This is an optimization exercise on Yosys and OpenROAD, whose aim is small area, a short achievable clock period and few clock cycles per item, not a production implementation. RTL that was checked went through simulation tests only; none was proved equivalent to the original. Power is estimated from default activity; no workload was simulated.

==> module task3, before the edit <==
module task3 (
    input  wire        clk,
    input  wire        rst,
    input  wire [2:0]  opcode,
    input  wire [7:0]  in2,
    input  wire [7:0]  in1,
    input  wire [7:0]  in0,
    output wire [23:0] result,
    output wire        done
);
    wire [7:0] a = in2, b = in1, c = in0;
    reg  [23:0] S, C;         
    reg  [7:0]  ar, yr;       
    reg  [10:0] xr;           
    reg  [1:0]  ph;           
    wire acc = (ph == 2'd0);
    assign done   = acc;
    wire [23:0] P = S + C;
    assign result = P;
    wire is0 = opcode == 3'd0, is1 = opcode == 3'd1, is2 = opcode == 3'd2, is3 = opcode == 3'd3;
    wire is4 = opcode == 3'd4, is5 = opcode == 3'd5, is6 = opcode == 3'd6, is7 = opcode == 3'd7;
    wire [23:0] bz = {16'd0, b};
    wire [23:0] cz = {16'd0, c};
    wire [23:0] bs = {{16{b[7]}}, b};
    wire [23:0] cs = {{16{c[7]}}, c};
    wire [7:0]  sh1 = b[0] ? {c[7], c[7:1]} : c;
    wire [7:0]  sh2 = b[1] ? {{2{sh1[7]}}, sh1[7:2]} : sh1;
    wire [7:0]  sh3 = b[2] ? {{4{sh2[7]}}, sh2[7:4]} : sh2;
    wire [7:0]  sh8 = (|b[7:3]) ? {8{c[7]}} : sh3;
    wire [23:0] shr = {{16{sh8[7]}}, sh8};
    wire [1:0]  s7 = {1'b0, a[7]} + {1'b0, b[7]} + {1'b0, c[7]};
    wire nomul = acc & (is0 | is1 | is3);
    reg [15:0] X;
    reg [7:0]  Y;
    reg [23:0] F1, F2;
    reg        k1, k13;
    always @(*) begin
        X = 16'd0; Y = 8'd0; F1 = 24'd0; F2 = 24'd0; k1 = 1'b0; k13 = 1'b0;
        case (ph)
            2'd0: begin
                Y = is5 ? c : is6 ? 8'd1 : b;
                if (is0) begin F1 = bz;  F2 = cz; end
                if (is1) begin F1 = ~bz; F2 = cz; k1 = 1'b1; end
                if (is2) begin X = cs[15:0]; F2 = {17'd0, b[7], 6'd0}; end
                if (is3) F2 = shr;
                if (is4) begin X = bs[15:0]; F2 = {17'd0, b[7], 6'd0}; end
                if (is5) begin X = cs[15:0]; F2 = {17'd0, c[7], 6'd0}; end
                if (is6) begin X = cs[15:0]; F1 = bs; F2 = {{16{a[7]}}, a}; end
                if (is7) begin X = ~{bs[13:0], 2'b00}; F1 = {bs[21:0], 2'b00};
                               F2 = {16'd0, s7, 6'd0}; k13 = 1'b1; end
            end
            2'd1: begin X = P[15:0]; Y = yr; F2 = {17'd0, yr[7], 6'd0}; end
            default: begin X = {{5{xr[10]}}, xr}; Y = yr; F1 = S; F2 = C; end
        endcase
    end
    wire [16:0] xe = {X[15], X};
    wire [8:0]  yb = {Y, 1'b0};
    wire [16:0] v0, v1, v2, v3;
    wire [3:0]  ng;
    genvar j;
    generate for (j = 0; j < 4; j = j + 1) begin : bth
        wire y2 = yb[2*j+2], y1 = yb[2*j+1], y0 = yb[2*j];
        wire one = y1 ^ y0;
        wire two = (y2 & ~y1 & ~y0) | (~y2 & y1 & y0);
        wire [16:0] sel = ({17{one}} & xe) | ({17{two}} & {xe[15:0], 1'b0});
        wire n = (j == 3) ? y2 & ~nomul : y2;
        wire [16:0] v = sel ^ {17{n}};
        assign ng[j] = n;
        if (j == 0) assign v0 = v;
        if (j == 1) assign v1 = v;
        if (j == 2) assign v2 = v;
        if (j == 3) assign v3 = v;
    end endgenerate
    wire [23:0] B0 = {5'd0, ~v0[16], v0[16], v0[16], v0[15:0]};
    wire [23:0] B1 = {3'd0, 1'b1, ~v1[16], v1[15:0], 1'b0, ng[0]};
    wire [23:0] B2 = {1'd0, 1'b1, ~v2[16], v2[15:0], 1'b0, ng[1], 1'b0, k1};
    wire [23:0] B3 = {1'b1, ~v3[16], v3[15:0], 1'b0, ng[2], k13, k13, 1'b0, k13};
    function [47:0] csa(input [23:0] x, input [23:0] y, input [23:0] z);
        csa = {x ^ y ^ z, ((x & y) | (x & z) | (y & z)) << 1};
    endfunction
    wire [23:0] s1, c1, s2, c2, s3, c3, s4, c4;
    assign {s1, c1} = csa(B0, B1, B2);
    assign {s2, c2} = csa(B3, F1, F2);
    assign {s3, c3} = csa(s1, c1, s2);
    assign {s4, c4} = csa(s3, c3, c2);
    always @(posedge clk) begin
        S <= s4;
        C <= c4;
        ar <= a;
        if (ph == 2'd2) begin
            yr <= ar;
            xr <= {ar[7], ar[7], ar[7], ar} * 11'sd5 + 11'sd8;
        end else begin
            yr <= c;
            xr <= {c[7], c[7], c[7], c} * 11'sd6 - 11'sd2;
        end
        if (rst) ph <= 2'd0;
        else case (ph)
            2'd0: ph <= is5 ? 2'd1 : is7 ? 2'd2 : 2'd0;
            2'd2: ph <= 2'd3;
            default: ph <= 2'd0;
        endcase
    end
endmodule
==> flow/config.mk <==
export PLATFORM = sky130hd
export DESIGN_NAME = task3
export DESIGN_NICKNAME = task3
export VERILOG_FILES = /design/flow/design.v
export SDC_FILE = /design/flow/constraint.sdc
export NUM_CORES = 4
export LEC_CHECK = 0
export ABC_AREA = 1
export CAP_MARGIN = 20
export CORE_MARGIN = 2
export CORE_UTILIZATION = 40
export CTS_BUF_LIST = sky130_fd_sc_hd__clkbuf_4 sky130_fd_sc_hd__clkbuf_8
export SETUP_SLACK_MARGIN = 5
export SLEW_MARGIN = 20
export TNS_END_PERCENT = 100
==> flow/constraint.sdc <==
create_clock -name core_clock -period 11.0 [get_ports {clk}]
set_input_delay 2.2000 -clock core_clock [delete_from_list [all_inputs] [get_ports {clk}]]
set_output_delay 2.2000 -clock core_clock [all_outputs]
set_load 0.01 [all_outputs]
standard.sh (not shown) runs the stock make flow with config.mk's settings and CLKGATE_MAP_FILE= SYNTH_SCRIPT=/design/flow/synth_recipe.tcl, a recipe that flattens the netlist after the stock synthesis.
==> flow/flow/run.sh <==
#!/bin/bash
# Standard layout with port buffers of a faster cell and the timing repair
# aimed at a tighter setup margin. The make output goes to standard.log;
# each ORFS step's full log stays under orfs/logs.
set -o pipefail
bash standard.sh "BUFFER_PORTS_ARGS=-buffer_cell sky130_fd_sc_hd__buf_1" SETUP_SLACK_MARGIN=5.5 TNS_END_PERCENT=100 finish > standard.log 2>&1
The first run completed without violations.
==> next run, changes <==
--- a/flow/design.v
+++ b/flow/design.v
@@ -20,17 +20,13 @@
     wire is0 = opcode == 3'd0, is1 = opcode == 3'd1, is2 = opcode == 3'd2, is3 = opcode == 3'd3;
     wire is4 = opcode == 3'd4, is5 = opcode == 3'd5, is6 = opcode == 3'd6, is7 = opcode == 3'd7;
     wire [23:0] bz = {16'd0, b};
     wire [23:0] cz = {16'd0, c};
     wire [23:0] bs = {{16{b[7]}}, b};
     wire [23:0] cs = {{16{c[7]}}, c};
-    wire [7:0]  sh1 = b[0] ? {c[7], c[7:1]} : c;
-    wire [7:0]  sh2 = b[1] ? {{2{sh1[7]}}, sh1[7:2]} : sh1;
-    wire [7:0]  sh3 = b[2] ? {{4{sh2[7]}}, sh2[7:4]} : sh2;
-    wire [7:0]  sh8 = (|b[7:3]) ? {8{c[7]}} : sh3;
-    wire [23:0] shr = {{16{sh8[7]}}, sh8};
+    wire [23:0] shr = $signed(cs) >>> b;
     wire [1:0]  s7 = {1'b0, a[7]} + {1'b0, b[7]} + {1'b0, c[7]};
     wire nomul = acc & (is0 | is1 | is3);
     reg [15:0] X;
     reg [7:0]  Y;
     reg [23:0] F1, F2;
     reg        k1, k13;
After rerunning: Sequential cell count does not change; via count shrinks by 2.1%; routed wire length shrinks by 0.95%; global-route usage shrinks by 0.10 points; total power shrinks by 2.0%; non-clock buffer count grows by 6; cell count shrinks by 1.7%; hold slack hardly moves; final area hardly moves; clock skew grows by 0.0087 ns.
Testbench counts after the change, summed over its fixed seeds: cycles 219,878, ops 160,000.
For the first run of this note, only the layout was checked, not whether the RTL still works.

[re-timing with driven ports]
No port has a modelled driver above. Below, the same layouts with a new extraction and two added sets of constraints.
Step 1 (the two cells are an assumption about what drives the block):
set clk [get_ports {clk}]
set_driving_cell -lib_cell sky130_fd_sc_hd__clkbuf_16 $clk
set_driving_cell -lib_cell sky130_fd_sc_hd__buf_2 [delete_from_list [all_inputs] $clk]
Step 2 adds t to the input delays and takes it off the output delays; t is the mean of the earliest and latest rising clock arrival at the registers after step 1. Input paths then give back, and output paths get back, about the clock's delay inside the block.
Slacks: no drivers / after step 1 / after step 2; pairs: no drivers / after step 1.
| run | t, ns | setup WS [ns] | hold slack, ns | worst setup path at the end | worst slew at a driven data input, ns |
|---|---|---|---|---|---|
| the first run | 0.418 | 5.628 / 5.642 / 5.224 | 0.474 / 0.474 / 0.474 | input to register | 0.03 |
| the second run | 0.430 | 5.652 / 5.668 / 5.238 | 0.471 / 0.471 / 0.471 | input to register | 0.04 |
After both steps setup and hold are still met in every run listed. The setup slack of the second run, which loses most, moves by +0.016 ns with the drivers and by -0.414 ns with both steps.
